What follows belongs to an exercise in optimizing a design on an open flow for small area; a production flow would make more cautious choices. Function was checked by simulation only, so behaviour that the tests miss may differ from the original. In every run shown here, the design's own scripts or RTL, not TritonCTS, make the clock network. No driver is modelled on the clock port, so clock power and skew are understated where the tree is cut down; a real chip needs a root buffer or a tree. Power figures rest on the tool's default switching activity, not on a simulated workload.

===== flow/flow/run.sh =====
#!/bin/bash
# Own layout flow: the standard ORFS flow with these changes:
#  - synthesis is the standard one, but ABC maps the logic with an area-oriented
#    script, tried with several seeds (flow/abc_override.tcl), instead of ORFS's
#    speed script; registers are untouched;
#  - port buffers use the smallest buffer cell;
#  - the clock tree is built by flow/clock_tree.tcl in place of ORFS's CTS step.
set -euo pipefail
W=$(pwd)
F=$W/flow
export MY_ABC_SEEDS="1 2 3 4 5 6 7 8"
export MY_ABC_TIME=15
export RES=$W/orfs/results/sky130hd/TopModule/base

# synthesis script: the standard flow's, with the abc command overridden
{ head -n 1 synth_recipe.tcl; cat "$F/abc_override.tcl"; tail -n +2 synth_recipe.tcl; } > my_synth.tcl
# config: the standard flow's, plus the extra settings
{ cat config.mk; echo; cat "$F/extra.mk"; } > my_config.mk
sed -e "s#$W/synth_recipe.tcl#$W/my_synth.tcl#g" -e "s#$W/config.mk#$W/my_config.mk#g" standard.sh > my_standard.sh

bash my_standard.sh synth > synth.log 2>&1
bash my_standard.sh place > place.log 2>&1
openroad -no_init -exit "$F/clock_tree.tcl" > clock_tree.log 2>&1
bash my_standard.sh finish > route_finish.log 2>&1
test -f out/final.def

===== flow/flow/abc_override.tcl =====
# ABC maps the logic with an area-oriented script in place of ORFS's: deep
# AIG restructuring then two rounds of area-oriented mapping, tried with
# several random seeds; the mapping with the smallest cell area is kept.
proc abc {args} {
  set i [lsearch -exact $args -script]
  if {$i >= 0} { set args [lreplace $args $i [expr {$i + 1}]] }
  set libargs {}
  foreach lib $::env(LIB_FILES) { lappend libargs -liberty $lib }
  design -save abc_input
  set best_area -1
  foreach seed $::env(MY_ABC_SEEDS) {
    design -load abc_input
    set script [file join $::env(OBJECTS_DIR) abc_seed_$seed.script]
    set f [open $script w]
    set map "&dch -f\n&nf -a -p -C 32 -F 8 -A 8 -R 1000\n&put"
    puts $f "strash\n&get -n\n&deepsyn -T $::env(MY_ABC_TIME) -S $seed\n$map\n&get -n\n$map\ntopo"
    close $f
    yosys abc -script $script {*}$args
    set stat [tee -q -s result.string stat {*}$libargs]
    if {![regexp {Chip area for module[^:]*:\s*([0-9.]+)} $stat -> area]} { error "no area from stat" }
    puts "ABC seed $seed: cell area $area"
    if {$best_area < 0 || $area < $best_area} {
      set best_area $area
      design -save abc_best
    }
  }
  design -load abc_best
  puts "ABC: kept the mapping with cell area $best_area"
}

# Leave half and full adders to ABC as well: the design has no arithmetic,
# and the adder cells ORFS extracts are larger than ABC's gates.
proc extract_fa {args} {}

===== flow/flow/clock_tree.tcl =====
# Clock tree built by hand in place of ORFS's CTS step: the flip-flops are
# split into groups_n groups of equal size by recursive bisection; each group
# gets a clkbuf_8 at its centre, and one clkbuf_4 root, driven by the clock
# port, drives the group buffers. Group buffers whose flip-flops still see a
# slow clock edge are then upsized to clkbuf_16.
set groups_n 5
set slew_limit_ps 122

proc split_groups {items k} {
  # Split items into k groups of near-equal size, cutting across the longer
  # side of their bounding box each time.
  if {$k == 1} { return [list $items] }
  set xs [lmap s $items {lindex $s 1}]
  set ys [lmap s $items {lindex $s 2}]
  set dx [expr {[tcl::mathfunc::max {*}$xs] - [tcl::mathfunc::min {*}$xs]}]
  set dy [expr {[tcl::mathfunc::max {*}$ys] - [tcl::mathfunc::min {*}$ys]}]
  set idx [expr {$dx >= $dy ? 1 : 2}]
  set sorted [lsort -real -index $idx $items]
  set k1 [expr {$k / 2}]
  set n1 [expr {int(round([llength $sorted] * double($k1) / $k))}]
  return [concat [split_groups [lrange $sorted 0 [expr {$n1 - 1}]] $k1] \
                 [split_groups [lrange $sorted $n1 end] [expr {$k - $k1}]]]
}

proc worst_sink_slew {net} {
  set worst 0
  foreach it [$net getITerms] {
    if {[$it getIoType] ne "INPUT"} { continue }
    set pin [get_pins [$it getName]]
    foreach e {rise fall} {
      set s [expr {[sta::time_ui_sta [get_property $pin slew_max_$e]] * 1e12}]
      if {$s > $worst} { set worst $s }
    }
  }
  return $worst
}

read_liberty $::env(FLOW_HOME)/platforms/sky130hd/lib/sky130_fd_sc_hd__tt_025C_1v80.lib
read_db $::env(RES)/3_place.odb
read_sdc $::env(RES)/3_place.sdc
source $::env(FLOW_HOME)/platforms/sky130hd/setRC.tcl

set db [ord::get_db]
set block [ord::get_db_block]
set clknet [$block findNet clk]
set bufm [$db findMaster sky130_fd_sc_hd__clkbuf_8]
set rootm [$db findMaster sky130_fd_sc_hd__clkbuf_4]
set bigm [$db findMaster sky130_fd_sc_hd__clkbuf_16]

set sinks {}
foreach it [$clknet getITerms] {
  set bb [[$it getInst] getBBox]
  lappend sinks [list $it [expr {([$bb xMin] + [$bb xMax]) / 2.0}] [expr {([$bb yMin] + [$bb yMax]) / 2.0}]]
}
set groups [split_groups $sinks $groups_n]

set rootnet [odb::dbNet_create $block clknet_root]
$rootnet setSigType CLOCK
set leaves {}
set n 0
set lx 0.0
set ly 0.0
foreach g $groups {
  set sx 0.0
  set sy 0.0
  foreach s $g { set sx [expr {$sx + [lindex $s 1]}]; set sy [expr {$sy + [lindex $s 2]}] }
  set cx [expr {$sx / [llength $g]}]
  set cy [expr {$sy / [llength $g]}]
  set buf [odb::dbInst_create $block $bufm clkbuf_leaf_$n]
  set net [odb::dbNet_create $block clknet_leaf_$n]
  $net setSigType CLOCK
  foreach s $g {
    set it [lindex $s 0]
    $it disconnect
    $it connect $net
  }
  [$buf findITerm X] connect $net
  [$buf findITerm A] connect $rootnet
  $buf setLocation [expr {int($cx)}] [expr {int($cy)}]
  $buf setPlacementStatus PLACED
  lappend leaves $buf
  set lx [expr {$lx + $cx}]
  set ly [expr {$ly + $cy}]
  incr n
}
set root [odb::dbInst_create $block $rootm clkbuf_root]
[$root findITerm A] connect $clknet
[$root findITerm X] connect $rootnet
$root setLocation [expr {int($lx / $n)}] [expr {int($ly / $n)}]
$root setPlacementStatus PLACED
puts "clock tree: [llength $sinks] flip-flops in $n groups of [join [lmap g $groups {llength $g}] {, }]"

detailed_placement
set_propagated_clock [all_clocks]
estimate_parasitics -placement
foreach buf $leaves {
  set w [worst_sink_slew [[$buf findITerm X] getNet]]
  if {$w > $slew_limit_ps} {
    puts "upsize [$buf getName]: worst flip-flop clock slew $w ps"
    $buf swapMaster $bigm
  }
}
detailed_placement
check_placement
estimate_parasitics -placement
set worst 0
foreach pin [all_registers -clock_pins] {
  foreach e {rise fall} {
    set s [expr {[sta::time_ui_sta [get_property $pin slew_max_$e]] * 1e12}]
    if {$s > $worst} { set worst $s }
  }
}
puts "worst flip-flop clock pin slew: $worst ps"
report_clock_skew
report_worst_slack -min
report_worst_slack -max
write_db $::env(RES)/4_1_cts.odb
write_db $::env(RES)/4_cts.odb
write_sdc $::env(RES)/4_cts.sdc

===== flow/flow/extra.mk =====
export BUFFER_PORTS_ARGS = -buffer_cell sky130_fd_sc_hd__buf_1

===== flow/standard.sh =====
#!/bin/bash
# synth_recipe.tcl (not shown) runs the flow's synth.tcl, then flattens the netlist and writes it again
# the make line also repeats each setting of config.mk as NAME=value (left out here)
make -C /OpenROAD-flow-scripts/flow DESIGN_CONFIG=/design/flow/config.mk WORK_HOME=/design/flow/orfs CLKGATE_MAP_FILE= SYNTH_SCRIPT=/design/flow/synth_recipe.tcl "${@:-finish}"

===== flow/config.mk =====
export PLATFORM = sky130hd
export DESIGN_NAME = TopModule
export DESIGN_NICKNAME = TopModule
export VERILOG_FILES = /design/flow/design.v
export SDC_FILE = /design/flow/constraint.sdc
export NUM_CORES = 4
export LEC_CHECK = 0
export CAP_MARGIN = 20
export CORE_MARGIN = 2
export CORE_UTILIZATION = 40
export SLEW_MARGIN = 20

===== flow/constraint.sdc =====
create_clock -name core_clock -period 10.0 [get_ports {clk}]
set_input_delay 2.0000 -clock core_clock [delete_from_list [all_inputs] [get_ports {clk}]]
set_output_delay 2.0000 -clock core_clock [all_outputs]
set_load 0.01 [all_outputs]

===== flow/design.v =====
module TopModule (
    input              clk,
    input              rst,
    input              chipSelect,
    input              read_in,
    input              write_in,
    input              A0In,
    input      [7:0]   inDataBus,
    output reg [7:0]   outDataBus,
    output reg         ioDataBus,
    input      [2:0]   cascade_in,
    output reg [2:0]   cascade_out,
    output             cascade_io,
    input              SP,
    input              interrupt_acknowledge_n,
    output reg         interrupt_to_cpu,
    input      [7:0]   interrupt_request
);
    integer i;
    reg       write_low;     
    reg       a0_q;
    reg [7:0] data_q;
    always @(posedge clk or negedge rst) begin
        if (!rst) write_low <= 1'b0;
        else      write_low <= ~chipSelect & ~write_in;
    end
    always @(posedge clk) begin
        a0_q   <= A0In;
        data_q <= inDataBus;
    end
    wire write_pulse = write_low & write_in;
    wire write_a1    = write_pulse & a0_q;
    wire write_a0    = write_pulse & ~a0_q;
    wire write_icw1  = write_a0 & data_q[4];
    wire write_ocw2  = write_a0 & ~data_q[4] & ~data_q[3];
    wire write_ocw3  = write_a0 & ~data_q[4] & data_q[3];
    reg [1:0] init_state;    
    reg       ic4;
    reg       single;
    reg       ltim;
    wire init_done  = (init_state == 2'd0);
    wire write_icw2 = write_a1 & (init_state == 2'd1);
    wire write_icw3 = write_a1 & (init_state == 2'd2);
    wire write_icw4 = write_a1 & (init_state == 2'd3);
    wire write_ocw1 = write_a1 & init_done;
    wire ocw2       = write_ocw2 & init_done;
    wire ocw3       = write_ocw3 & init_done;
    always @(posedge clk or negedge rst) begin
        if (!rst)
            init_state <= 2'd0;
        else if (write_icw1)
            init_state <= 2'd1;
        else if (write_a1) begin
            case (init_state)
                2'd1:    init_state <= ~single ? 2'd2 : (ic4 ? 2'd3 : 2'd0);
                2'd2:    init_state <= ic4 ? 2'd3 : 2'd0;
                default: init_state <= 2'd0;
            endcase
        end
    end
    always @(posedge clk) begin
        if (write_icw1) ic4 <= data_q[0];
    end
    always @(posedge clk or negedge rst) begin
        if (!rst) begin
            ltim   <= 1'b0;
            single <= 1'b0;
        end else if (write_icw1) begin
            ltim   <= data_q[3];
            single <= data_q[1];
        end
    end
    reg [7:3] vector_base;
    reg [7:0] icw3;
    reg       aeoi;
    reg [7:0] imr_n;        
    reg       auto_rotate;
    reg [1:0] rr_ris;        
    always @(posedge clk or negedge rst) begin
        if (!rst) begin
            vector_base <= 5'd0;
            icw3        <= 8'd0;
            aeoi        <= 1'b0;
            imr_n       <= 8'h00;
            auto_rotate <= 1'b0;
            rr_ris      <= 2'b00;
        end else if (write_icw1) begin
            vector_base <= 5'd0;
            icw3        <= 8'd0;
            aeoi        <= 1'b0;
            imr_n       <= 8'h00;
            auto_rotate <= 1'b0;
            rr_ris      <= 2'b00;
        end else begin
            if (write_icw2) vector_base <= data_q[7:3];
            if (write_icw3) icw3 <= data_q;
            if (write_icw4) aeoi <= data_q[1];
            if (write_ocw1) imr_n <= ~data_q;
            if (ocw2 & ~data_q[6] & ~data_q[5])
                auto_rotate <= data_q[7];
            if (ocw3) rr_ris <= {~data_q[1], data_q[0]};
        end
    end
    reg       delay_inta;    
    reg       ack1, ack2;    
    reg       thawed;        
    always @(posedge clk or negedge rst) begin
        if (!rst) delay_inta <= 1'b1;
        else      delay_inta <= interrupt_acknowledge_n;
    end
    wire neg_inta = delay_inta & ~interrupt_acknowledge_n;
    wire pos_inta = ~delay_inta & interrupt_acknowledge_n;
    wire idle     = ~ack1 & ~ack2;
    wire go_ack1  = idle & neg_inta & ~ocw2;
    wire go_ack2  = ack1 & neg_inta;
    wire end_seq  = ack2 & pos_inta;
    wire next_idle = (idle & ~go_ack1) | end_seq;
    always @(posedge clk or negedge rst) begin
        if (!rst) begin
            ack1 <= 1'b0;
            ack2 <= 1'b0;
        end else if (write_icw1) begin
            ack1 <= 1'b0;
            ack2 <= 1'b0;
        end else begin
            ack1 <= go_ack1 | (ack1 & ~neg_inta);
            ack2 <= go_ack2 | (ack2 & ~pos_inta);
        end
    end
    always @(posedge clk or negedge rst) begin
        if (!rst) thawed <= 1'b0;
        else if (next_idle) thawed <= 1'b1;
    end
    reg  [7:0] irr;
    reg  [7:0] low_seen;
    reg  [7:0] isr;
    reg  [2:0] rotate;       
    reg  [2:0] rotate_q;     
    reg  [7:0] interrupt;
    reg  [7:0] hlis;         
    wire [7:0] masked = irr & imr_n;
    wire [7:0] cand   = masked | isr;
    reg  [7:0] hi_part, grant, grant_hi, grant_all;
    reg        seen_hi, seen_all;
    always @(*) begin
        for (i = 0; i < 8; i = i + 1)
            hi_part[i] = cand[i] & (i > rotate);
        seen_hi = 1'b0; seen_all = 1'b0;
        for (i = 0; i < 8; i = i + 1) begin
            grant_hi[i]  = hi_part[i] & ~seen_hi;
            grant_all[i] = cand[i] & ~seen_all;
            seen_hi  = seen_hi | hi_part[i];
            seen_all = seen_all | cand[i];
        end
        grant     = seen_hi ? grant_hi : grant_all;
        interrupt = grant & ~isr;
    end
    reg  [7:0] h_hi, h_all;
    reg        hs_hi, hs_all;
    always @(*) begin
        hs_hi = 1'b0; hs_all = 1'b0;
        for (i = 0; i < 8; i = i + 1) begin
            h_hi[i]  = isr[i] & (i > rotate_q) & ~hs_hi;
            h_all[i] = isr[i] & ~hs_all;
            hs_hi  = hs_hi | (isr[i] & (i > rotate_q));
            hs_all = hs_all | isr[i];
        end
        hlis = hs_hi ? h_hi : h_all;
    end
    wire [2:0] hlis_level = ~{ |(hlis & 8'h0f), |(hlis & 8'h33), |(hlis & 8'h55) };
    wire [2:0] int_level  = ~{ |(interrupt & 8'h0f), |(interrupt & 8'h33), |(interrupt & 8'h55) };
    wire       int_any    = |interrupt;
    reg [7:0] eoi;
    always @(*) begin
        if (write_icw1)
            eoi = 8'hff;
        else if (aeoi & end_seq)
            eoi = hlis;
        else if (ocw2 & ~data_q[6] & data_q[5])
            eoi = hlis;
        else if (ocw2 & data_q[6] & data_q[5])
            eoi = 8'd1 << data_q[2:0];
        else
            eoi = 8'd0;
    end
    always @(posedge clk or negedge rst) begin
        if (!rst) isr <= 8'd0;
        else      isr <= (isr & ~eoi) | interrupt;
    end
    always @(posedge clk) rotate_q <= rotate;
    always @(posedge clk or negedge rst) begin
        if (!rst)
            rotate <= 3'b111;
        else if (write_icw1)
            rotate <= 3'b111;
        else if (auto_rotate & end_seq)
            rotate <= hlis_level;
        else if (ocw2 & (data_q[7:5] == 3'b101))
            rotate <= hlis_level;
    end
    wire [7:0] clear_irr = interrupt | {8{write_icw1}};
    always @(posedge clk or negedge rst) begin
        if (!rst) begin
            low_seen <= 8'd0;
            irr      <= 8'd0;
        end else begin
            low_seen <= ~clear_irr & (low_seen | ~interrupt_request);
            for (i = 0; i < 8; i = i + 1)
                if (clear_irr[i])
                    irr[i] <= 1'b0;
                else if (thawed)
                    irr[i] <= interrupt_request[i] & (ltim | low_seen[i]);
        end
    end
    always @(posedge clk or negedge rst) begin
        if (!rst)
            interrupt_to_cpu <= 1'b0;
        else if (write_icw1)
            interrupt_to_cpu <= 1'b0;
        else if (int_any)
            interrupt_to_cpu <= 1'b1;
        else if (end_seq)
            interrupt_to_cpu <= 1'b0;
    end
    reg       from_slave;
    reg [2:0] ack_level;
    reg [2:0] ack1_level;    
    always @(posedge clk or negedge rst) begin
        if (!rst)
            from_slave <= 1'b0;
        else if (write_icw1 | end_seq)
            from_slave <= 1'b0;
        else if (int_any)
            from_slave <= |(interrupt & icw3);
    end
    always @(posedge clk) begin
        if (int_any) ack_level <= int_level;
        if (ack1)    ack1_level <= int_level;
    end
    wire cascade_slave = ~single & ~SP;
    assign cascade_io  = cascade_slave;
    wire slave_match = cascade_slave & (icw3[2:0] == cascade_in);
    wire drive_vector = single | slave_match | (~cascade_slave & ~from_slave);
    always @(*) begin
        if (~cascade_slave & ~idle & from_slave)
            cascade_out = ack_level;
        else
            cascade_out = 3'b000;
    end
    wire out_vector = ~interrupt_acknowledge_n & ack2 & drive_vector;
    wire read       = ~read_in & ~chipSelect;
    always @(*) begin
        if (out_vector) begin
            ioDataBus  = 1'b0;
            outDataBus = {vector_base, cascade_slave ? ack1_level : hlis_level};
        end else if (!read) begin
            ioDataBus  = 1'b1;
            outDataBus = 8'd0;
        end else if (A0In) begin
            ioDataBus  = 1'b0;
            outDataBus = ~imr_n;
        end else if (rr_ris == 2'b00) begin
            ioDataBus  = 1'b0;
            outDataBus = irr;
        end else if (rr_ris == 2'b01) begin
            ioDataBus  = 1'b0;
            outDataBus = isr;
        end else begin
            ioDataBus  = 1'b1;
            outDataBus = 8'd0;
        end
    end
endmodule

==> results.py, run 1 <==
metrics = {
    "synthesis": {
        "yosys_warnings": 1,
        "netlist.top_cell.by_area": "dfrtp_1",
        "synth.area.top_cells": "dfrtp_1, nor2_1, dfxtp_1, edfxtp_1, o21ai_0",
        "seq_area_frac_synth_pct": 53.81,
        "synth_top_cell_area_share_pct": 39.10,
        "syn_nets": 429,
        "synthXorXnorAreaFrac_pct": 0.6958,
        "synth-async-reset-ratio_pct": 76.83,
        "synth_area_per_cell_sq_um": 9.393,
        "netlist_area_sq_um": 3776,
        "synth_compound_area_share_pct": 23.16,
        "synth_top_family_by_area": "compound AO/OA/AOI/OAI gates",
        "yosysUniqueCellTypes": 45,
        "synth_edf_count": 7,
        "synth-simple-area-share_pct": 21.64,
        "synth-main-ff-cell": "dfrtp_1",
        "ys_seq_elements": 82,
        "synth_adder_area_share_pct": 0,
        "postSynthCellCount": 402,
        "synth_mux_area_share_pct": 0,
    },
    "detailed_routing": {
        "vias": 3466,
        "ant_nets": 0,
        "drc_errors": 0,
        "wire_per_inst_microns": 19.15,
        "drtIter0Drc": 212,
        "first_pass_iters": 5,
        "viasPerCell": 6.178,
        "routed_wirelength_microns": 10740,
    },
    "clock_network": {
        "clkTransAtPathRegs_ns": 0.10,
        "clk_latency_ns": 0.41,
    },
    "critical_path": {
        "crit_path_start": "chipSelect",
        "arrival_ns": 4.10,
        "crit_type": "input port to primary output",
        "reg2reg_from": "isr[3]",
        "critPathLaunchType": "input port",
        "critPathCaptureType": "primary output",
        "required_ns": 8.00,
        "crit_fanout": 8,
    },
    "die": {
        "die-area_sq_um": 10230,
        "floorplan.initialDensity_pct": 41.06,
        "io_pins": 41,
        "die_y_microns": 101.2,
        "die_w_microns": 101.2,
        "core_sq_um": 9196,
        "num_rows": 35,
    },
    "sta": {
        "setup_tns_ns": 0,
        "worst_pin_slew_ns": 1.181,
        "finalSetupViolCount": 0,
        "finClkSkew_ns": 0.01377,
        "period_share_pct": 61.01,
        "slew_viol_final": 0,
        "final_hold_viol_count": 0,
        "rsz0062_at_grt": "false",
        "relSlewSlack_pct": 20.66,
        "min_period_ns": 6.101,
        "timing.fmax_ghz": 0.1639,
    },
    "global_route": {
        "grt_antenna_before_repair": 0,
        "grt_pass1_wl_microns": 17350,
        "grt-ovfl-total": 0,
        "grt_max_degree": 64,
        "gr-usage-all-layers_pct": 21.43,
        "grt_pass1_vias": 3221,
    },
    "final_layout": {
        "nets": 479,
        "drive_above_1_share_pct": 3.111,
        "syn_to_final_growth_pct": 10.24,
        "fin_cells": 561,
        "antennaDiodeCount": 0,
    },
    "worst_hold_path": {
        "hp-class": "flip-flop to flip-flop",
        "min_from": "rotate[0]",
    },
    "run_status": {
        "outcome": "timing/DRC/antenna clean",
    },
    "pwr": {
        "ir_worst_vdd_mv": 0.1110,
        "p_leak_uw": 0.001652,
        "p_per_area_nw_per_um2": 241.5,
    },
    "place": {
        "place_hpwl_microns": 7973,
        "port_buffers": 40,
        "place.gp.congestion": 0.9429,
        "dp.cells": 555,
    },
    "job": {
        "cap_violations": 0,
    },
}
-- stage by stage --
stage / setup WS, ns / total power [uW] / util (%) / instance area (sq um) / hold slack [ns]
after floorplan: 4.643 / 737.2 / - / 3776 / 0.4414
after global placement: 3.955 / 850.7 / 44.38 / 4081 / 0.4869
after detailed placement: 3.921 / 858.2 / 44.38 / 4081 / 0.4893
after global routing: 3.830 / 1077 / 45.27 / 4163 / 0.5100
final: 3.899 / 1005 / 45.27 / 4163 / 0.5032
-- critical path, cell delays in order --
cell,delay (ns)
buf_1,0.09
or3_1,0.42
nor3_1,0.92
a221oi_1,0.28
nor3_1,0.21
buf_1,0.18
-- area by class of cell --
| class | count | area (sq um) |
|---|---|---|
| fillers | 950 | 5034 |
| flip-flops and latches | 82 | 2032 |
| multi-input cells | 313 | 1723 |
| repair buffers | 42 | 166.4 |
| well taps | 111 | 138.9 |
| plain buffers | 6 | 76.32 |
| inverters | 7 | 26.28 |
-- cells in the mapped netlist (4+ instances only) --
library cell	count
a2111oi_0	6
a21oi_1	29
a221oi_1	9
a22o_1	15
a22oi_1	4
a31oi_1	6
and3_1	6
clkinv_1	7
dfrtp_1	59
dfstp_2	4
dfxtp_1	12
edfxtp_1	7
nand2_1	40
nand2b_1	5
nand3_1	10
nor2_1	67
nor2b_1	9
nor3_1	27
o21ai_0	33
o22ai_1	6
-- placed cells by master (no fill, tap or decap), types with 4 or more instances in the layout --
cell type	instances
buf_1	39
nor2_1	67
nor3_1	27
nand3_1	10
nor2b_1	9
and3_1	6
nand2_1	40
clkinv_1	7
a22o_1	15
a2111oi_0	6
dfxtp_1	12
a21oi_1	29
a31oi_1	6
o22ai_1	6
a22oi_1	4
clkbuf_8	5
edfxtp_1	7
dfrtp_1	59
nand2b_1	5
o21ai_0	33
a221oi_1	9
dfstp_2	4
-- registers in the layout, indices dropped and copies added (netlist names), 2 cells and up --
name	flops
irr	8
low_seen	8
icw3	8
data_q	8
ack1_level	3
vector_base	5
isr	8
imr_n	8
rotate_q	3
ack_level	3
init_state	2
rr_ris	2
rotate	3
-- where the power goes --
part	internal, uW	switching [uW]
Sequential	423	112
Clock	49.9	97.6
Combinational	132	191
Total	605	400
-- metal layers --
metal | global-route usage (%) | vias to the layer above | wire (microns)
met1 | 30.54 | 1699 | 4769
met2 | 35.30 | 134 | 4998
li1 | - | 1605 | -
met3 | 1.656 | 28 | 559
met4 | 6.237 | 0 | 415
met5 | 0 | - | 0
-- cells by family (layout without fill, tap and decap cells) --
kind of cell | count (synthesis) | count (layout)
buf+inv | 7 | 55
flops | 82 | 82
simple gates | 179 | 179
xor+xnor | 3 | 3
compound gates | 131 | 131
-- path summary, 6_finish.rpt --
path / endpoint / slack, ns / depth (start not counted)
min reg2reg: rotate_q[0] / 0.50 / 0
max: outDataBus[0] / 3.90 / 6
min in group asynchronous: irr[3] / 1.74 / 2
min: rotate_q[0] / 0.50 / 0
max in group asynchronous: thawed / 7.72 / 2
max reg2reg: from_slave / 6.52 / 15
==> run 2: changes to the inputs <==
--- a/flow/design.v
+++ b/flow/design.v
@@ -205,11 +205,8 @@
             irr      <= 8'd0;
         end else begin
             low_seen <= ~clear_irr & (low_seen | ~interrupt_request);
-            for (i = 0; i < 8; i = i + 1)
-                if (clear_irr[i])
-                    irr[i] <= 1'b0;
-                else if (thawed)
-                    irr[i] <= interrupt_request[i] & (ltim | low_seen[i]);
+            irr      <= {8{thawed}} & ~clear_irr & interrupt_request &
+                        ({8{ltim}} | low_seen);
         end
     end
     always @(posedge clk or negedge rst) begin
==> run 2 against run 1 <==
Hold slack got worse by 0.0073 ns; flip-flop and latch count unchanged; critical path depth increased by 5; highest routed layer unchanged; still clean on timing, DRC and antenna; clock power is essentially flat; setup slack got worse by 0.48 ns; first-iteration DRC count rose by 19%; critical endpoint is now outDataBus[1].
==> results.py, run 2 <==
metrics = {
    "run_status": {
        "outcome": "timing/DRC/antenna clean",
    },
    "final_layout": {
        "fillers": 912,
        "antennaDiodeCount": 0,
        "final_common_cell": "dfrtp_1",
        "syn_to_final_growth_pct": 11.46,
        "nets": 461,
        "final_cell_mix": "dfrtp_1, nand2_1, buf_1",
        "drive_above_1_share_pct": 4.398,
    },
    "pwr": {
        "p_comb_share_pct": 33.8,
        "ir_worst_vdd_mv": 0.1718,
        "power.switching_uw": 433.5,
        "pwr-share-seq_pct": 52.1,
        "p_per_area_nw_per_um2": 256.6,
        "p_leak_uw": 0.001628,
        "internal-power_uw": 628.4,
        "power_frac_clock_pct": 14.1,
        "switching_share_pct": 40.82,
    },
    "sta": {
        "rsz0062_at_grt": "false",
        "relSlewSlack_pct": 40.38,
        "min_period_ns": 6.586,
        "final_hold_viol_count": 0,
        "hold_ws_ns": 0.4959,
        "worst_pin_slew_ns": 0.8869,
        "setup_slack_ns": 3.414,
        "finClkSkew_ns": 0.01267,
        "setup_tns_ns": 0,
        "slew_viol_final": 0,
        "timing.fmax_ghz": 0.1518,
        "period_share_pct": 65.86,
        "finalSetupViolCount": 0,
    },
    "synthesis": {
        "synth-async-reset-ratio_pct": 76.83,
        "ys_seq_elements": 82,
        "synth.area.top_cells": "dfrtp_1, dfxtp_1, edfxtp_1, o21ai_0, nand2_1",
        "synth_edf_count": 7,
        "synth-main-ff-cell": "dfrtp_1",
        "synthTopCellsByCount": "dfrtp_1, nand2_1, nor2_1, o21ai_0, nor3_1",
        "netlist.top_cell.by_area": "dfrtp_1",
        "syn_nets": 406,
        "netlist_area_sq_um": 3714,
        "yosys_warnings": 1,
        "synth.most_common_cell": "dfrtp_1",
        "synth_top_cell_area_share_pct": 39.76,
        "yosysUniqueCellTypes": 49,
        "synth_area_per_cell_sq_um": 9.798,
        "postSynthCellCount": 379,
        "seq_area_frac_synth_pct": 54.72,
    },
    "critical_path": {
        "worst_path_most_repeated_cell": "buf_1",
        "crit_chain": "buf_1 -> nor2_1 -> a2111oi_0 -> buf_4 -> or2_0 -> or3_1 -> nor4_2 -> a22oi_1 -> o21ai_0 -> a221o_1 -> buf_1",
        "max_stage_delay_ns": 0.69,
        "critPathLaunchType": "input port",
        "crit_slowest_cell": "nor4_2",
        "arrival_ns": 4.59,
        "crit_type": "input port to primary output",
        "required_ns": 8.00,
        "critPathCaptureType": "primary output",
        "crit_fanout": 8,
    },
    "global_route": {
        "gr-usage-all-layers_pct": 21.91,
        "grt-ovfl-total": 0,
        "grt_pass1_wl_microns": 17270,
        "grt_pass1_vias": 3018,
        "grt_max_degree": 64,
        "grt_antenna_before_repair": 0,
    },
    "clock_network": {
        "clk_latency_ns": 0.42,
        "clkTransAtPathRegs_ns": 0.11,
    },
    "place": {
        "place.gp.congestion": 0.8990,
        "place_hpwl_microns": 7968,
        "pre_cts_ws_ns": 3.445,
        "port_buffers": 40,
    },
    "die": {
        "die_w_microns": 100.4,
        "die_y_microns": 100.4,
        "die-area_sq_um": 10070,
        "num_rows": 35,
        "io_pins": 41,
        "core_sq_um": 9109,
        "floorplan.initialDensity_pct": 40.77,
    },
    "detailed_routing": {
        "drtIter0Drc": 253,
        "viasPerCell": 6.081,
        "vias": 3302,
        "drc_errors": 0,
        "ant_nets": 0,
        "wire_per_inst_microns": 20.11,
        "routed_wirelength_microns": 10920,
        "first_pass_iters": 5,
    },
    "worst_hold_path": {
        "hp-class": "flip-flop to flip-flop",
    },
    "job": {
        "cap_violations": 0,
    },
}
-- run 2: changes by cell type after synthesis, sizes merged, moves of 4 or more --
cell,previous run,this run
a221oi,9,2
clkinv,7,14
a21oi,29,21
a221o,1,9
nor3,27,31
a2111oi,6,1
a31oi,6,1
nor4,0,5
nor2,67,36
-- run 2: power groups by stage --
| stage | Combinational [uW] | Clock [uW] | Sequential (uW) |
|---|---|---|---|
| after floorplan | 260 | 0 | 507 |
| after global placement | 353 | 0 | 555 |
| after detailed placement | 353 | 0 | 555 |
| after global routing | 401 | 163 | 564 |
| final | 359 | 150 | 553 |
-- run 2: path summary, 6_finish.rpt --
| check | start | to | slack (ns) | depth (start not counted) |
|---|---|---|---|---|
| setup / recovery | SP | outDataBus[1] | 3.41 | 11 |
| hold / removal | rotate[0] | rotate_q[0] | 0.50 | 0 |
| setup reg to reg | isr[1] | ack_level[0] | 6.02 | 14 |
| hold reg to reg | rotate[0] | rotate_q[0] | 0.50 | 0 |
| max in group asynchronous | rst | irr[1] | 7.69 | 2 |
| min in group asynchronous | rst | vector_base[6] | 1.75 | 2 |
-- run 2: critical path, delay by kind of cell --
kind            cells  cell delay [ns]
buf+inv             3             0.39
simple gates        4             1.63
compound gates      4             0.56
-- run 2: per-layer routing --
layer | up-vias | wire length [microns] | GRT usage [%]
li1 | 1537 | - | -
met1 | 1604 | 4919 | 32.29
met2 | 142 | 4944 | 35.98
met3 | 19 | 813 | 2.437
met4 | 0 | 244 | 2.950
met5 | - | 0 | 0
-- run 2: area by class of cell --
class	count	area, sq um	share of cell area [%]
sequential	82	2032	49.09
tap	111	138.9	3.355
timing repair buffer	47	203.9	4.927
multi-input combinational	283	1635	39.51
inverter	14	52.55	1.270
buffer	6	76.32	1.844
-- run 2: kinds of logic after synthesis --
kind of cell	count (synthesis)	share of synthesized area (%)
and+or+nand+nor	164	21.50
AOI/OAI and AO/OA	116	21.67
DFF	82	54.72
buffers and inverters	14	1.415
xor gates and xnor gates	3	0.7077
-- run 2: per-stage QoR --
step	power [uW]	utilization, %	cell area [sq um]	instances
floorplan	767.5	-	3714	379
global placement	907.2	44.53	4056	537
detailed placement	908.0	44.60	4063	537
global route	1127	45.44	4139	543
finish	1062	45.44	4139	543
==> run 3: changes to the inputs <==
--- a/flow/config.mk
+++ b/flow/config.mk
@@ -5,7 +5,8 @@
 export SDC_FILE = /design/flow/constraint.sdc
 export NUM_CORES = 4
 export LEC_CHECK = 0
-export CAP_MARGIN = 20
+export CAP_MARGIN = 5
 export CORE_MARGIN = 2
 export CORE_UTILIZATION = 40
-export SLEW_MARGIN = 20
+export GPL_TIMING_DRIVEN = 0
+export SLEW_MARGIN = 5
==> run 3 against run 2 <==
Critical path depth unchanged; synthesized cell count unchanged; via count down 2.3%; maximum frequency down 3.7%; flip-flop and latch count unchanged; cell area about the same; sequential power down 1%; hold slack worse by 0.0057 ns; combinational power up 1%; critical path type unchanged; largest power group unchanged.
==> results.py, run 3 <==
metrics = {
    "critical_path": {
        "critPathLaunchType": "input port",
        "crit_fanout": 8,
        "critPathCaptureType": "primary output",
        "arrival_ns": 4.84,
        "required_ns": 8.00,
        "crit_type": "input port to primary output",
    },
    "die": {
        "num_rows": 35,
        "io_pins": 41,
        "floorplan.initialDensity_pct": 40.77,
        "die_y_microns": 100.4,
        "die_w_microns": 100.4,
        "die-area_sq_um": 10070,
        "core_sq_um": 9109,
    },
    "sta": {
        "rsz0062_at_grt": "false",
        "finClkSkew_ns": 0.01013,
        "finalSetupViolCount": 0,
        "worst_pin_slew_ns": 1.187,
        "hold_ws_ns": 0.4902,
        "slew_viol_final": 0,
        "relSlewSlack_pct": 20.29,
        "final_hold_viol_count": 0,
        "min_period_ns": 6.839,
        "period_share_pct": 68.39,
        "setup_tns_ns": 0,
        "timing.fmax_ghz": 0.1462,
    },
    "final_layout": {
        "syn_to_final_growth_pct": 11.35,
        "nets": 458,
        "drive_above_1_share_pct": 3.963,
        "final_common_cell": "dfrtp_1",
        "seqCellArea_sq_um": 2032,
        "fillers": 930,
        "antennaDiodeCount": 0,
        "final_cell_mix": "dfrtp_1, nand2_1, buf_1",
        "multi_input_area_sq_um": 1648,
    },
    "detailed_routing": {
        "first_pass_iters": 4,
        "ant_nets": 0,
        "wire_per_inst_microns": 19.85,
        "drtIter0Drc": 216,
        "vias": 3225,
        "routed_wirelength_microns": 10720,
        "viasPerCell": 5.972,
        "drc_errors": 0,
    },
    "synthesis": {
        "synthTopCellsByCount": "dfrtp_1, nand2_1, nor2_1, o21ai_0, nor3_1",
        "netlist.top_cell.by_area": "dfrtp_1",
        "postSynthCellCount": 379,
        "synth.most_common_cell": "dfrtp_1",
        "synth_area_per_cell_sq_um": 9.798,
        "ys_seq_elements": 82,
        "netlist_area_sq_um": 3714,
        "synth_edf_count": 7,
        "synth-main-ff-cell": "dfrtp_1",
        "synth-async-reset-ratio_pct": 76.83,
        "yosysUniqueCellTypes": 49,
        "synth.area.top_cells": "dfrtp_1, dfxtp_1, edfxtp_1, o21ai_0, nand2_1",
        "syn_nets": 406,
        "yosys_warnings": 1,
        "seq_area_frac_synth_pct": 54.72,
        "synth_top_cell_area_share_pct": 39.76,
    },
    "pwr": {
        "ir_worst_vdd_mv": 0.1840,
        "switching_share_pct": 40.77,
        "internal-power_uw": 626.6,
        "p_per_area_nw_per_um2": 255.8,
        "power.switching_uw": 431.3,
        "pwr-share-seq_pct": 51.5,
        "power_frac_clock_pct": 14.2,
        "p_leak_uw": 0.001612,
        "p_comb_share_pct": 34.3,
        "p_total_uw": 1058,
    },
    "place": {
        "place.gp.congestion": 0.8851,
        "place_hpwl_microns": 7932,
        "port_buffers": 40,
    },
    "job": {
        "cap_violations": 0,
    },
    "clock_network": {
        "clk_latency_ns": 0.42,
        "clkTransAtPathRegs_ns": 0.11,
    },
    "global_route": {
        "gr-usage-all-layers_pct": 21.68,
        "met1_usage_pct": 30.68,
        "grt_pass1_wl_microns": 17230,
        "gr-usage-met2_pct": 35.05,
        "grt-ovfl-total": 0,
        "grt-busiest-layer": "met2",
        "grt_antenna_before_repair": 0,
        "grt_pass1_vias": 3211,
        "use_met3_pct": 2.716,
        "grt_max_degree": 35,
    },
    "worst_hold_path": {
        "hp-class": "flip-flop to flip-flop",
    },
    "run_status": {
        "outcome": "timing/DRC/antenna clean",
    },
}
[run 3: final timing paths]
check | startpoint | end | slack, ns | cells after the start
min | rotate[0] | rotate_q[0] | 0.49 | 0
min reg2reg | rotate[0] | rotate_q[0] | 0.49 | 0
max | SP | outDataBus[0] | 3.16 | 11
min in group asynchronous | rst | imr_n[6] | 1.62 | 1
max in group asynchronous | rst | delay_inta | 7.67 | 2
max reg2reg | isr[1] | from_slave | 5.80 | 14
[run 3: final cells by class]
class,instances,share of cell area [%]
sequential,82,49.14
multi-input combinational,283,39.85
timing repair buffer,44,4.539
tap,111,3.359
buffer,6,1.846
inverter,14,1.271
[run 3: stage by stage]
step                      util (%)  setup WS (ns)  cell area (sq um)  cells
final                        45.40          3.161               4135    540
after global placement       43.94          2.577               4003    530
after floorplan                  -          3.721               3714    379
after global routing         45.40          2.964               4135    540
after detailed placement     44.51          3.204               4054    533
[run 3: cells by family after synthesis]
| kind of cell | after synthesis | synth area share (%) |
|---|---|---|
| simple gates | 164 | 21.50 |
| flops | 82 | 54.72 |
| buf+inv | 14 | 1.415 |
| compound gates | 116 | 21.67 |
| xor+xnor | 3 | 0.7077 |
[run 3: routing by layer]
metal / share of wire (%) / up-vias
li1: - / 1531
met1: 46 / 1578
met2: 46 / 94
met3: 5.2 / 22
met4: 2.4 / 0
met5: 0 / -
[run 3: worst max-delay path, cell delays in order]
cell and delay (ns):
buf_1 0.07, nor2_1 0.23, nand4b_1 0.13, nor3_1 0.57, or2_0 0.47, or3_1 0.24, nand2b_1 0.35, nor2_1 0.07
a221o_1 0.27, a221o_1 0.29, buf_1 0.14
[run 3: power by group through the flow]
stage	registers, uW	logic [uW]	clock network, uW
after floorplan	507	260	0
after global placement	545	348	0
after detailed placement	549	358	0
after global routing	557	404	168
final	545	363	150
==> run 4: changes to the inputs <==
--- a/flow/config.mk
+++ b/flow/config.mk
@@ -5,8 +5,8 @@
 export SDC_FILE = /design/flow/constraint.sdc
 export NUM_CORES = 4
 export LEC_CHECK = 0
-export CAP_MARGIN = 5
+export CAP_MARGIN = 0
 export CORE_MARGIN = 2
 export CORE_UTILIZATION = 40
 export GPL_TIMING_DRIVEN = 0
-export SLEW_MARGIN = 5
+export SLEW_MARGIN = 0
==> run 4 against run 3 <==
Cell area is 0.42% lower; sequential power hardly changed; setup slack worse by 0.32 ns; wire length is 1.3% lower; core utilization is 0.19 points lower; via count is 0.40% higher; maximum frequency is 4.4% lower; largest cell class unchanged; highest routed layer unchanged.
==> results.py, run 4 <==
metrics = {
    "pwr": {
        "p_total_uw": 1053,
        "ir_worst_vdd_mv": 0.1455,
        "switching_share_pct": 40.54,
        "p_per_area_nw_per_um2": 255.7,
        "p_leak_uw": 0.001606,
        "power.switching_uw": 426.9,
        "pwr-share-seq_pct": 51.6,
        "p_comb_share_pct": 34.2,
        "internal-power_uw": 626.0,
        "power_frac_clock_pct": 14.2,
    },
    "critical_path": {
        "critPathLaunchType": "input port",
        "critPathCaptureType": "primary output",
        "required_ns": 8.00,
        "arrival_ns": 5.16,
        "reg2reg_from": "isr[1]",
        "crit_path_start": "SP",
        "crit_type": "input port to primary output",
        "crit_fanout": 8,
    },
    "final_layout": {
        "nets": 456,
        "syn_to_final_growth_pct": 10.88,
        "antennaDiodeCount": 0,
        "design_area_sq_um": 4118,
        "drive_above_1_share_pct": 3.513,
        "fin_cells": 538,
        "final_common_cell": "dfrtp_1",
        "final_cell_mix": "dfrtp_1, nand2_1, buf_1",
    },
    "place": {
        "place.gp.congestion": 0.8851,
        "place_hpwl_microns": 7879,
        "dp.cells": 532,
        "pre_cts_ws_ns": 2.852,
        "port_buffers": 40,
        "placed_area_sq_um": 4041,
    },
    "synthesis": {
        "postSynthCellCount": 379,
        "synthTopCellsByCount": "dfrtp_1, nand2_1, nor2_1, o21ai_0, nor3_1",
        "netlist.top_cell.by_area": "dfrtp_1",
        "synth-async-reset-ratio_pct": 76.83,
        "yosys_warnings": 1,
        "synth_top_cell_area_share_pct": 39.76,
        "synth.most_common_cell": "dfrtp_1",
        "netlist_area_sq_um": 3714,
        "synth-main-ff-cell": "dfrtp_1",
        "seq_area_frac_synth_pct": 54.72,
        "synth_edf_count": 7,
        "yosysUniqueCellTypes": 49,
        "ys_seq_elements": 82,
        "synth.area.top_cells": "dfrtp_1, dfxtp_1, edfxtp_1, o21ai_0, nand2_1",
        "synth_area_per_cell_sq_um": 9.798,
        "syn_nets": 406,
    },
    "detailed_routing": {
        "routed-wl-met2_microns": 4945,
        "route.met3.wl_microns": 525,
        "routed.top_layer": "met4",
        "routed_wirelength_microns": 10580,
        "wl_met1_microns": 4809,
        "first_pass_iters": 5,
        "ant_nets": 0,
        "drtIter0Drc": 265,
        "vias": 3238,
        "wire_per_inst_microns": 19.67,
        "drc_errors": 0,
        "viasPerCell": 6.019,
    },
    "global_route": {
        "grt_pass1_wl_microns": 17090,
        "grt_pass1_vias": 3131,
        "grt_antenna_before_repair": 0,
        "gr-usage-all-layers_pct": 21.47,
        "grt_max_degree": 35,
        "grt-ovfl-total": 0,
    },
    "run_status": {
        "outcome": "timing/DRC/antenna clean",
    },
    "sta": {
        "setup_slack_ns": 2.843,
        "rsz0062_at_grt": "false",
        "finClkSkew_ns": 0.01415,
        "setup_tns_ns": 0,
        "relSlewSlack_pct": 6.687,
        "slew_viol_final": 0,
        "period_share_pct": 71.57,
        "timing.fmax_ghz": 0.1397,
        "worst_pin_slew_ns": 1.364,
        "min_period_ns": 7.157,
        "final_hold_viol_count": 0,
        "finalSetupViolCount": 0,
    },
    "job": {
        "cap_violations": 0,
    },
    "die": {
        "io_pins": 41,
        "core_sq_um": 9109,
        "die-area_sq_um": 10070,
        "die_w_microns": 100.4,
        "num_rows": 35,
        "die_y_microns": 100.4,
        "floorplan.initialDensity_pct": 40.77,
    },
    "clock_network": {
        "clk_latency_ns": 0.43,
        "clkTransAtPathRegs_ns": 0.11,
    },
    "worst_hold_path": {
        "hp-class": "flip-flop to flip-flop",
        "min_from": "rotate[0]",
    },
}
## run 4: worst max-delay path: stages
cell	delay, ns
buf_1	0.07
nor2_1	0.08
a2111oi_0	1.16
or2_0	0.48
or3_1	0.24
nand2b_1	0.35
nor2_1	0.07
a221o_1	0.27
a221o_1	0.29
buf_1	0.14
## run 4: cell type report
class                      instances  area, sq um
inverter                          14        52.55
timing repair buffer              42        176.4
fill                             925         4991
tap                              111        138.9
sequential                        82         2032
buffer                             6        76.32
multi-input combinational        283         1642
## run 4: worst paths after layout
kind / to / slack [ns] / cells past startpoint
setup / recovery: outDataBus[0] / 2.84 / 10
hold / removal: rotate_q[0] / 0.47 / 0
setup reg to reg: from_slave / 5.71 / 15
hold reg to reg: rotate_q[0] / 0.47 / 0
max in group asynchronous: delay_inta / 7.69 / 2
min in group asynchronous: vector_base[5] / 1.60 / 1
## run 4: stage by stage
step | hold WS [ns] | utilization, %
detailed placement | 0.4691 | 44.37
floorplan | 0.4344 | -
finish | 0.4662 | 45.21
global placement | 0.4596 | 43.94
global route | 0.4856 | 45.21
## run 4: kinds of logic (layout without fill, tap and decap cells)
| logic type | count (synthesis) | after routing | synth area share, % |
|---|---|---|---|
| AOI/OAI and AO/OA | 116 | 116 | 21.67 |
| xor gates and xnor gates | 3 | 3 | 0.7077 |
| buffers and inverters | 14 | 62 | 1.415 |
| and+or+nand+nor | 164 | 164 | 21.50 |
| DFF | 82 | 82 | 54.72 |
## run 4: layer usage
| metal | global-route usage (%) | vias to the layer above |
|---|---|---|
| met2 | 34.95 | 113 |
| met4 | 5.690 | 0 |
| met1 | 31.27 | 1575 |
| met5 | 0 | - |
| met3 | 1.462 | 23 |
| li1 | - | 1527 |
## run 4: power by group through the flow
stage / Clock (uW) / Combinational [uW] / Sequential [uW]
global route: 169 / 400 / 557
detailed placement: 0 / 355 / 548
finish: 150 / 360 / 543
floorplan: 0 / 260 / 507
global placement: 0 / 348 / 545
==> run 5: changes to the inputs <==
--- a/flow/flow/clock_tree.tcl
+++ b/flow/flow/clock_tree.tcl
@@ -39,6 +39,9 @@
 read_db $::env(RES)/3_place.odb
 read_sdc $::env(RES)/3_place.sdc
 source $::env(FLOW_HOME)/platforms/sky130hd/setRC.tcl
+
+# first shrink oversized repair buffers (flow/downsize.tcl)
+source [file join [file dirname [info script]] downsize.tcl]
 
 set db [ord::get_db]
 set block [ord::get_db_block]
==> flow/flow/downsize.tcl (new file) <==
# Buffers that the placement repair inserted or upsized are often larger than
# needed: try each with smaller buffer cells, smallest first, and keep the
# first that leaves no slew or capacitance violation at its output or its
# loads, with the slew limit tightened to 1.2 ns.
proc buffer_ok {inst} {
  # no capacitance violation at the buffer's output or its loads, and no
  # load whose slew is over 1.2 ns (the library's limit is 1.5 ns)
  sta::redirect_string_begin
  report_check_types -max_capacitance -violators
  set s [sta::redirect_string_end]
  set out [$inst findITerm X]
  set pins [list "[$inst getName]/X"]
  foreach it [[$out getNet] getITerms] {
    if {[$it getIoType] ne "INPUT"} { continue }
    set name "[[$it getInst] getName]/[[$it getMTerm] getName]"
    lappend pins $name
    foreach e {rise fall} {
      if {[sta::time_ui_sta [get_property [get_pins $name] slew_max_$e]] > 1.2e-9} { return 0 }
    }
  }
  foreach line [split $s "\n"] {
    if {![string match *VIOLATED* $line]} { continue }
    if {[lsearch -exact $pins [lindex $line 0]] >= 0} { return 0 }
  }
  return 1
}
estimate_parasitics -placement
set sizes {buf_1 buf_2 buf_4 buf_6 buf_8 buf_12 buf_16}
foreach pass {1 2} {
foreach inst [[ord::get_db_block] getInsts] {
  set m [$inst getMaster]
  set mname [$m getName]
  if {![regexp {^sky130_fd_sc_hd__(clk)?buf_([0-9]+)$} $mname]} { continue }
  if {[string match clkbuf_* [$inst getName]]} { continue }
  set area [expr {[$m getWidth] * [$m getHeight]}]
  foreach s $sizes {
    set cand [[ord::get_db] findMaster sky130_fd_sc_hd__$s]
    if {[$cand getWidth] * [$cand getHeight] >= $area} { break }
    $inst swapMaster $cand
    estimate_parasitics -placement
    if {[buffer_ok $inst]} {
      puts "downsize [$inst getName]: $mname -> sky130_fd_sc_hd__$s"
      break
    }
    $inst swapMaster $m
    estimate_parasitics -placement
  }
}
}
==> run 5 against run 4 <==
Largest power group unchanged; sequential share of layout area increased by 0.20 points; register-to-register slack gained 0.11 ns; setup slack lost 0.030 ns; clock skew increased by 0.0012 ns; global-route usage is essentially flat; clock power is essentially flat.
==> results.py, run 5 <==
metrics = {
    "run_status": {
        "outcome": "timing/DRC/antenna clean",
    },
    "detailed_routing": {
        "routed_wirelength_microns": 10590,
        "drtIter0Drc": 276,
        "viasPerCell": 5.991,
        "ant_nets": 0,
        "drc_errors": 0,
        "first_pass_iters": 6,
        "vias": 3223,
        "wire_per_inst_microns": 19.68,
    },
    "worst_hold_path": {
        "hp-class": "flip-flop to flip-flop",
    },
    "pwr": {
        "switching_share_pct": 40.59,
        "ir_worst_vdd_mv": 0.1453,
        "p_leak_uw": 0.001596,
        "p_comb_share_pct": 34.1,
        "power_frac_clock_pct": 14.2,
        "power.switching_uw": 426.8,
        "internal-power_uw": 624.8,
        "p_per_area_nw_per_um2": 256.4,
        "p_total_uw": 1052,
        "pwr-share-seq_pct": 51.7,
    },
    "sta": {
        "min_period_ns": 7.187,
        "slew_viol_final": 0,
        "finalSetupViolCount": 0,
        "final_hold_viol_count": 0,
        "period_share_pct": 71.87,
        "rsz0062_at_grt": "false",
        "worst_pin_slew_ns": 1.398,
        "relSlewSlack_pct": 4.377,
        "timing.fmax_ghz": 0.1391,
        "finClkSkew_ns": 0.01539,
        "setup_tns_ns": 0,
    },
    "synthesis": {
        "netlist.top_cell.by_area": "dfrtp_1",
        "synth_edf_count": 7,
        "synth.area.top_cells": "dfrtp_1, dfxtp_1, edfxtp_1, o21ai_0, nand2_1",
        "yosysUniqueCellTypes": 49,
        "postSynthCellCount": 379,
        "synth.most_common_cell": "dfrtp_1",
        "synth-async-reset-ratio_pct": 76.83,
        "synthTopCellsByCount": "dfrtp_1, nand2_1, nor2_1, o21ai_0, nor3_1",
        "netlist_area_sq_um": 3714,
        "synth_area_per_cell_sq_um": 9.798,
        "syn_nets": 406,
        "synth-main-ff-cell": "dfrtp_1",
        "ys_seq_elements": 82,
        "synth_top_cell_area_share_pct": 39.76,
        "seq_area_frac_synth_pct": 54.72,
        "yosys_warnings": 1,
    },
    "final_layout": {
        "drive_above_1_share_pct": 3.279,
        "syn_to_final_growth_pct": 10.44,
        "final_common_cell": "dfrtp_1",
        "nets": 456,
        "final_cell_mix": "dfrtp_1, nand2_1, buf_1",
        "antennaDiodeCount": 0,
    },
    "critical_path": {
        "critPathBufInv": 2,
        "required_ns": 8.00,
        "crit_chain": "buf_1 -> nor2_1 -> a2111oi_0 -> or2_0 -> or3_1 -> nand2b_1 -> nor2_1 -> a221o_1 -> a221o_1 -> buf_1",
        "cp_top_family": "compound AO/OA/AOI/OAI gates",
        "critPathCaptureType": "primary output",
        "crit_slowest_cell": "a2111oi_0",
        "crit_fanout": 8,
        "critPathLaunchType": "input port",
        "ff2ff_setup_slack_ns": 5.82,
        "arrival_ns": 5.19,
        "max_stage_delay_ns": 1.18,
        "crit_type": "input port to primary output",
    },
    "clock_network": {
        "clk_latency_ns": 0.43,
        "clkTransAtPathRegs_ns": 0.11,
    },
    "die": {
        "floorplan.initialDensity_pct": 40.77,
        "io_pins": 41,
        "core_sq_um": 9109,
        "die-area_sq_um": 10070,
        "die_w_microns": 100.4,
        "die_y_microns": 100.4,
        "num_rows": 35,
    },
    "job": {
        "cap_violations": 0,
    },
    "global_route": {
        "grt_pass1_wl_microns": 17080,
        "grt_pass1_vias": 3131,
        "gr-usage-all-layers_pct": 21.46,
        "grt-ovfl-total": 0,
        "grt_max_degree": 35,
        "grt_antenna_before_repair": 0,
    },
    "place": {
        "port_buffers": 40,
        "place.gp.congestion": 0.8851,
        "place_hpwl_microns": 7879,
    },
}
[run 5: final cells by class]
class,instances,area (sq um)
fill,927,5007
sequential,82,2032
multi-input combinational,283,1642
timing repair buffer,42,160.2
tap,111,138.9
buffer,6,76.32
inverter,14,52.55
[run 5: metal layers]
metal / track usage (%) / part of all wire [%]
met3: 1.462 / 4.8
met4: 5.690 / 2.8
met1: 31.22 / 46
met5: 0 / 0
met2: 34.95 / 47
[run 5: kinds of logic (layout without fill, tap and decap cells)]
| family | count (synthesis) | count (layout) | synth area share (%) |
|---|---|---|---|
| AOI/OAI and AO/OA | 116 | 116 | 21.67 |
| xor gates and xnor gates | 3 | 3 | 0.7077 |
| buffers and inverters | 14 | 62 | 1.415 |
| DFF | 82 | 82 | 54.72 |
| and+or+nand+nor | 164 | 164 | 21.50 |
[run 5: worst paths after layout]
| kind | start | endpoint | cells after the start |
|---|---|---|---|
| max in group asynchronous | rst | irr[0] | 2 |
| setup reg to reg | isr[1] | from_slave | 15 |
| hold / removal | rotate[0] | rotate_q[0] | 0 |
| setup / recovery | SP | outDataBus[0] | 10 |
| min in group asynchronous | rst | imr_n[5] | 1 |
| hold reg to reg | rotate[0] | rotate_q[0] | 0 |
[run 5: metrics by stage]
step	setup slack [ns]	cell area [sq um]	util [%]	cells	hold WS, ns
global placement	2.577	4003	43.94	530	0.4596
detailed placement	2.852	4041	44.37	532	0.4691
global route	2.682	4101	45.03	538	0.4856
floorplan	3.721	3714	-	379	0.4344
finish	2.813	4101	45.03	538	0.4629
[run 5: power groups by stage]
| stage | sequential (uW) | combinational [uW] | clock (uW) |
|---|---|---|---|
| after floorplan | 507 | 260 | 0 |
| after global placement | 545 | 348 | 0 |
| after detailed placement | 548 | 355 | 0 |
| after global routing | 557 | 399 | 169 |
| final | 544 | 358 | 150 |
==> run 6: changes to the inputs <==
--- a/flow/design.v
+++ b/flow/design.v
@@ -109,11 +109,10 @@
         else      delay_inta <= interrupt_acknowledge_n;
     end
     wire neg_inta = delay_inta & ~interrupt_acknowledge_n;
-    wire pos_inta = ~delay_inta & interrupt_acknowledge_n;
     wire idle     = ~ack1 & ~ack2;
     wire go_ack1  = idle & neg_inta & ~ocw2;
     wire go_ack2  = ack1 & neg_inta;
-    wire end_seq  = ack2 & pos_inta;
+    wire end_seq  = ack2 & interrupt_acknowledge_n;
     wire next_idle = (idle & ~go_ack1) | end_seq;
     always @(posedge clk or negedge rst) begin
         if (!rst) begin
@@ -124,7 +123,7 @@
             ack2 <= 1'b0;
         end else begin
             ack1 <= go_ack1 | (ack1 & ~neg_inta);
-            ack2 <= go_ack2 | (ack2 & ~pos_inta);
+            ack2 <= go_ack2 | (ack2 & ~interrupt_acknowledge_n);
         end
     end
     always @(posedge clk or negedge rst) begin
@@ -237,9 +236,9 @@
     wire cascade_slave = ~single & ~SP;
     assign cascade_io  = cascade_slave;
     wire slave_match = cascade_slave & (icw3[2:0] == cascade_in);
-    wire drive_vector = single | slave_match | (~cascade_slave & ~from_slave);
-    always @(*) begin
-        if (~cascade_slave & ~idle & from_slave)
+    wire drive_vector = slave_match | (~cascade_slave & ~from_slave);
+    always @(*) begin
+        if (SP & ~idle & from_slave)
             cascade_out = ack_level;
         else
             cascade_out = 3'b000;
==> run 6 against run 5 <==
Synthesized cell count up 0.26%; largest cell class unchanged; critical path depth is 1 higher; clock skew up 0.0010 ns; setup slack better by 0.49 ns; clock power is essentially flat; global-route usage up 0.37 points; cell area decreased by 0.15%; synthesized area shrank 0.24%; core utilization down 0.069 points.
==> results.py, run 6 <==
metrics = {
    "global_route": {
        "grt_pass1_vias": 3055,
        "grt_pass1_wl_microns": 17270,
        "grt-ovfl-total": 0,
        "grt_max_degree": 40,
        "gr-usage-all-layers_pct": 21.83,
        "grt_antenna_before_repair": 0,
    },
    "synthesis": {
        "synth-simple-area-share_pct": 21.07,
        "synth_compound_area_share_pct": 22.19,
        "netlist.top_cell.by_area": "dfrtp_1",
        "synth-async-reset-ratio_pct": 76.83,
        "netlist_area_sq_um": 3705,
        "synth_adder_area_share_pct": 0,
        "synth.most_common_cell": "dfrtp_1",
        "ys_seq_elements": 82,
        "synth_mux_area_share_pct": 0.2702,
        "seq_area_frac_synth_pct": 54.85,
        "synth.area.top_cells": "dfrtp_1, dfxtp_1, edfxtp_1, o21ai_0, nand2_1",
        "yosysUniqueCellTypes": 46,
        "synthXorXnorAreaFrac_pct": 0.7092,
        "synthTopCellsByCount": "dfrtp_1, nand2_1, o21ai_0, nor2_1, nor3_1",
        "yosys_warnings": 1,
        "synth_area_per_cell_sq_um": 9.749,
        "synth_top_cell_area_share_pct": 39.85,
        "synth_edf_count": 7,
        "synth_top_family_by_area": "compound AO/OA/AOI/OAI gates",
        "syn_nets": 407,
        "postSynthCellCount": 380,
        "synth-main-ff-cell": "dfrtp_1",
    },
    "pwr": {
        "ir_worst_vdd_mv": 0.1641,
        "p_leak_uw": 0.001588,
        "p_per_area_nw_per_um2": 262.9,
    },
    "final_layout": {
        "syn_to_final_growth_pct": 10.54,
        "nets": 459,
        "final_common_cell": "dfrtp_1",
        "drive_above_1_share_pct": 3.256,
        "final_cell_mix": "dfrtp_1, nand2_1, buf_1",
        "antennaDiodeCount": 0,
    },
    "sta": {
        "finalSetupViolCount": 0,
        "slew_viol_final": 0,
        "finClkSkew_ns": 0.01640,
        "timing.fmax_ghz": 0.1492,
        "rsz0062_at_grt": "false",
        "final_hold_viol_count": 0,
        "worst_pin_slew_ns": 1.296,
        "min_period_ns": 6.701,
        "setup_tns_ns": 0,
        "period_share_pct": 67.01,
        "relSlewSlack_pct": 12.80,
        "hold_ws_ns": 0.4679,
    },
    "job": {
        "cap_violations": 0,
    },
    "critical_path": {
        "arrival_ns": 4.70,
        "crit_type": "input port to primary output",
        "reg2reg_from": "isr[3]",
        "crit_path_start": "interrupt_acknowledge_n",
        "critPathLaunchType": "input port",
        "required_ns": 8.00,
        "reg2regPathDepth": 11,
        "reg2reg_to": "ack_level[0]",
        "crit_fanout": 7,
        "worstSetupEndpoint": "outDataBus[0]",
        "ff2ff_setup_slack_ns": 6.19,
        "critPathCaptureType": "primary output",
    },
    "clock_network": {
        "clk_latency_ns": 0.42,
        "clkTransAtPathRegs_ns": 0.10,
    },
    "detailed_routing": {
        "vias": 3272,
        "viasPerCell": 6.048,
        "routed_wirelength_microns": 10760,
        "ant_nets": 0,
        "wire_per_inst_microns": 19.88,
        "drtIter0Drc": 252,
        "drc_errors": 0,
        "first_pass_iters": 4,
    },
    "die": {
        "die-area_sq_um": 10050,
        "floorplan.initialDensity_pct": 40.67,
        "num_rows": 35,
        "core_sq_um": 9109,
        "io_pins": 41,
        "die_w_microns": 100.2,
        "die_y_microns": 100.2,
    },
    "place": {
        "place.gp.congestion": 0.9051,
        "place_hpwl_microns": 8012,
        "port_buffers": 40,
    },
    "run_status": {
        "outcome": "timing/DRC/antenna clean",
    },
    "worst_hold_path": {
        "hp-class": "flip-flop to flip-flop",
    },
}
==> run 6: changes by cell type in the layout (fill, tap and decap cells not counted), moves of 3 or more <==
cell / before / now
a21oi_1: 21 / 24
a221o_1: 9 / 5
a22oi_1: 3 / 6
a32oi_1: 0 / 3
clkinv_1: 14 / 9
nand2_1: 42 / 48
nand2b_1: 7 / 10
nor2_1: 36 / 30
nor2b_1: 11 / 15
nor3_1: 31 / 27
nor4_1: 4 / 7
o21ai_0: 33 / 38
o22a_1: 3 / 0
==> run 6: cells by family (layout without fill, tap and decap cells) <==
family,after synthesis,count (layout)
compound gates,123,123
xor+xnor,3,3
buf+inv,9,59
flops,82,82
mux,1,1
simple gates,162,162
==> run 6: final cells by class <==
class                   instances  area [sq um]
plain buffers                   6         76.32
fillers                       901          5014
inverters                       9         33.78
multi-input cells             289          1639
flip-flops and latches         82          2032
well taps                     111         138.9
repair buffers                 44         175.2
==> run 6: worst min path at each step <==
stage                              to  slack, ns  cells past startpoint      start
after floorplan                thawed       0.43                      1     thawed
after global placement         thawed       0.45                      1     thawed
after detailed placement       thawed       0.45                      1     thawed
after global routing      rotate_q[1]       0.49                      0  rotate[1]
final                          thawed       0.47                      1     thawed
==> run 6: worst max-delay path: stages <==
cell and delay (ns):
buf_1 0.23, nand2b_1 0.19, nor2_1 0.06, nand4_1 0.20
nand2_1 0.23, or3_1 0.39, nor4b_1 0.54, clkdlybuf4s18_2 0.38
a221oi_1 0.14, o21ai_0 0.14, buf_1 0.18
==> run 6: layer usage <==
| metal | share of wire, % | track usage [%] | vias to the layer above |
|---|---|---|---|
| met5 | 0 | 0 | - |
| met4 | 2.3 | 4.636 | 0 |
| li1 | - | - | 1528 |
| met2 | 46 | 34.49 | 125 |
| met3 | 5.9 | 1.532 | 20 |
| met1 | 46 | 33.18 | 1599 |
==> run 6: where the power goes <==
group | internal, uW | switching, uW | total [uW]
logic | 141 | 218 | 359
registers | 446 | 121 | 567
clock network | 49.9 | 101 | 151
==> run 6: per-stage QoR <==
stage	util (%)	std cells	cell area, sq um	total power (uW)	worst slack (ns)
3_5_place_dp	44.41	534	4045	927.1	2.972
6_report	44.96	541	4095	1076	3.299
2_1_floorplan	-	380	3705	789.2	3.974
5_1_grt	44.96	541	4095	1157	3.145
3_3_place_gp	43.85	531	3994	918.1	2.831
==> run 7: changes to the inputs <==
--- a/flow/flow/run.sh
+++ b/flow/flow/run.sh
@@ -8,7 +8,7 @@
 set -euo pipefail
 W=$(pwd)
 F=$W/flow
-export MY_ABC_SEEDS="1 2 3 4 5 6 7 8"
+export MY_ABC_SEEDS="1 2 3 4 5 6 7 8 9 10 11 12 13 14 15 16"
 export MY_ABC_TIME=15
 export RES=$W/orfs/results/sky130hd/TopModule/base
 
--- a/flow/flow/downsize.tcl
+++ b/flow/flow/downsize.tcl
@@ -30,7 +30,7 @@
 foreach inst [[ord::get_db_block] getInsts] {
   set m [$inst getMaster]
   set mname [$m getName]
-  if {![regexp {^sky130_fd_sc_hd__(clk)?buf_([0-9]+)$} $mname]} { continue }
+  if {![regexp {^sky130_fd_sc_hd__((clk)?buf_[0-9]+|clkdlybuf4s[0-9]+_[0-9]+|dlygate4sd[0-9]_1|dlymetal6s[0-9]s_1)$} $mname]} { continue }
   if {[string match clkbuf_* [$inst getName]]} { continue }
   set area [expr {[$m getWidth] * [$m getHeight]}]
   foreach s $sizes {
--- a/flow/config.mk
+++ b/flow/config.mk
@@ -5,8 +5,8 @@
 export SDC_FILE = /design/flow/constraint.sdc
 export NUM_CORES = 4
 export LEC_CHECK = 0
-export CAP_MARGIN = 0
+export CAP_MARGIN = 10
 export CORE_MARGIN = 2
 export CORE_UTILIZATION = 40
 export GPL_TIMING_DRIVEN = 0
-export SLEW_MARGIN = 0
+export SLEW_MARGIN = 10
==> run 7 against run 6 <==
Setup slack better by 0.0050 ns; register-to-register slack worse by 0.25 ns; combinational power is 12% lower; critical path depth is 2 lower; synthesized cell count stayed put; flip-flop and latch count stayed put; maximum frequency hardly changed; sequential share of layout area is 0.091 points higher; cell count is 0.18% lower; power is 8.0% lower; clock skew hardly changed; wire length is 2.9% lower; critical path type unchanged.
==> results.py, run 7 <==
metrics = {
    "run_status": {
        "outcome": "timing/DRC/antenna clean",
    },
    "detailed_routing": {
        "wire_per_inst_microns": 19.35,
        "drtIter0Drc": 265,
        "vias": 3242,
        "ant_nets": 0,
        "routed_wirelength_microns": 10450,
        "viasPerCell": 6.004,
        "first_pass_iters": 5,
        "drc_errors": 0,
    },
    "sta": {
        "timing.fmax_ghz": 0.1494,
        "min_period_ns": 6.696,
        "final_hold_viol_count": 0,
        "period_share_pct": 66.96,
        "finClkSkew_ns": 0.01675,
        "setup_tns_ns": 0,
        "rsz0062_at_grt": "false",
        "finalSetupViolCount": 0,
        "relSlewSlack_pct": 22.92,
        "setup_slack_ns": 3.304,
        "slew_viol_final": 0,
        "worst_pin_slew_ns": 1.147,
    },
    "synthesis": {
        "synth.area.top_cells": "dfrtp_1, dfxtp_1, edfxtp_1, nand2_1, o21ai_0",
        "seq_area_frac_synth_pct": 55.07,
        "ys_seq_elements": 82,
        "synthTopCellsByCount": "dfrtp_1, nand2_1, o21ai_0, nor2_1, nor3_1",
        "postSynthCellCount": 380,
        "synth_top_cell_area_share_pct": 40.01,
        "yosys_warnings": 1,
        "syn_nets": 407,
        "synth_edf_count": 7,
        "netlist_area_sq_um": 3690,
        "synth.most_common_cell": "dfrtp_1",
        "synth_area_per_cell_sq_um": 9.710,
        "netlist.top_cell.by_area": "dfrtp_1",
        "yosysUniqueCellTypes": 40,
        "synth-main-ff-cell": "dfrtp_1",
        "synth-async-reset-ratio_pct": 76.83,
    },
    "critical_path": {
        "reg2regPathDepth": 14,
        "crit_fanout": 8,
        "critPathLaunchType": "input port",
        "arrival_ns": 4.70,
        "critPathCaptureType": "primary output",
        "crit_type": "input port to primary output",
        "required_ns": 8.00,
    },
    "die": {
        "core_sq_um": 9109,
        "num_rows": 35,
        "floorplan.initialDensity_pct": 40.51,
        "die-area_sq_um": 10010,
        "io_pins": 41,
        "die_y_microns": 100.0,
        "die_w_microns": 100.0,
    },
    "final_layout": {
        "fin_cells": 540,
        "drive_above_1_share_pct": 3.497,
        "final_common_cell": "dfrtp_1",
        "multi_input_area_sq_um": 1643,
        "seqCellArea_sq_um": 2032,
        "syn_to_final_growth_pct": 10.78,
        "nets": 458,
        "post-route-util_pct": 44.88,
        "final_cell_mix": "dfrtp_1, nand2_1, buf_1",
        "fillers": 935,
        "antennaDiodeCount": 0,
    },
    "global_route": {
        "grt_pass1_vias": 3124,
        "gr-usage-all-layers_pct": 21.38,
        "grt_antenna_before_repair": 0,
        "grt_max_degree": 24,
        "grt-ovfl-total": 0,
        "grt_pass1_wl_microns": 16960,
    },
    "place": {
        "port_buffers": 40,
        "place_hpwl_microns": 7684,
        "pre_cts_ws_ns": 3.361,
        "place.gp.congestion": 0.9500,
        "dp.cells": 534,
    },
    "worst_hold_path": {
        "hold_depth": 1,
        "hp-class": "flip-flop to flip-flop",
    },
    "pwr": {
        "p_leak_uw": 0.001611,
        "p_per_area_nw_per_um2": 242.3,
        "ir_worst_vdd_mv": 0.1220,
        "p_total_uw": 990.5,
    },
    "clock_network": {
        "clkTransAtPathRegs_ns": 0.10,
        "clk_latency_ns": 0.42,
    },
    "job": {
        "cap_violations": 0,
    },
}
==> run 7: changes by cell type after synthesis, sizes merged, moves of 3 or more <==
cell | previous run | this run
a22oi | 6 | 3
a41o | 2 | 5
and2 | 3 | 0
nand2 | 48 | 53
nand2b | 10 | 7
==> run 7: layout make-up <==
class                   count  area share, %
inverters                   9         0.8264
repair buffers             43          4.010
well taps                 111          3.398
flip-flops and latches     82          49.71
plain buffers               6          1.867
multi-input cells         289          40.19
==> run 7: cell families after synthesis <==
family / after synthesis / synth area share (%)
xor gates and xnor gates: 3 / 0.7122
and+or+nand+nor: 167 / 21.70
buffers and inverters: 9 / 0.9155
AOI/OAI and AO/OA: 119 / 21.60
DFF: 82 / 55.07
==> run 7: critical path, cell delays in order <==
cell,delay (ns)
buf_1,0.20
nand2b_1,0.19
or3_1,0.24
nand2_1,0.22
or3_1,0.42
nor4b_2,0.77
a221oi_1,0.29
o21ai_0,0.17
buf_1,0.18
==> run 7: per-layer routing <==
metal	track usage, %	up-vias	part of all wire [%]
met5	0	-	0
met4	4.110	0	2.3
met3	1.532	20	6.9
met2	35.34	126	46
met1	31.45	1575	45
li1	-	1521	-
==> run 7: worst paths after layout <==
path                                    startpoint            end  slack (ns)
setup / recovery           interrupt_acknowledge_n  outDataBus[0]        3.30
hold / removal                              thawed         thawed        0.47
setup reg to reg                            isr[2]     from_slave        5.94
hold reg to reg                             thawed         thawed        0.47
max in group asynchronous                      rst     from_slave        7.10
min in group asynchronous                      rst      rr_ris[1]        1.75
==> run 7: stage by stage <==
| stage | hold slack, ns | instance area, sq um |
|---|---|---|
| floorplan | 0.4276 | 3690 |
| global placement | 0.4479 | 3979 |
| detailed placement | 0.4555 | 4059 |
| global route | 0.4992 | 4088 |
| finish | 0.4737 | 4088 |
==> run 7: power breakdown <==
group	switching, uW	internal, uW	total (uW)
clock	99.1	49.9	149
combinational	185	131	316
sequential	103	423	526
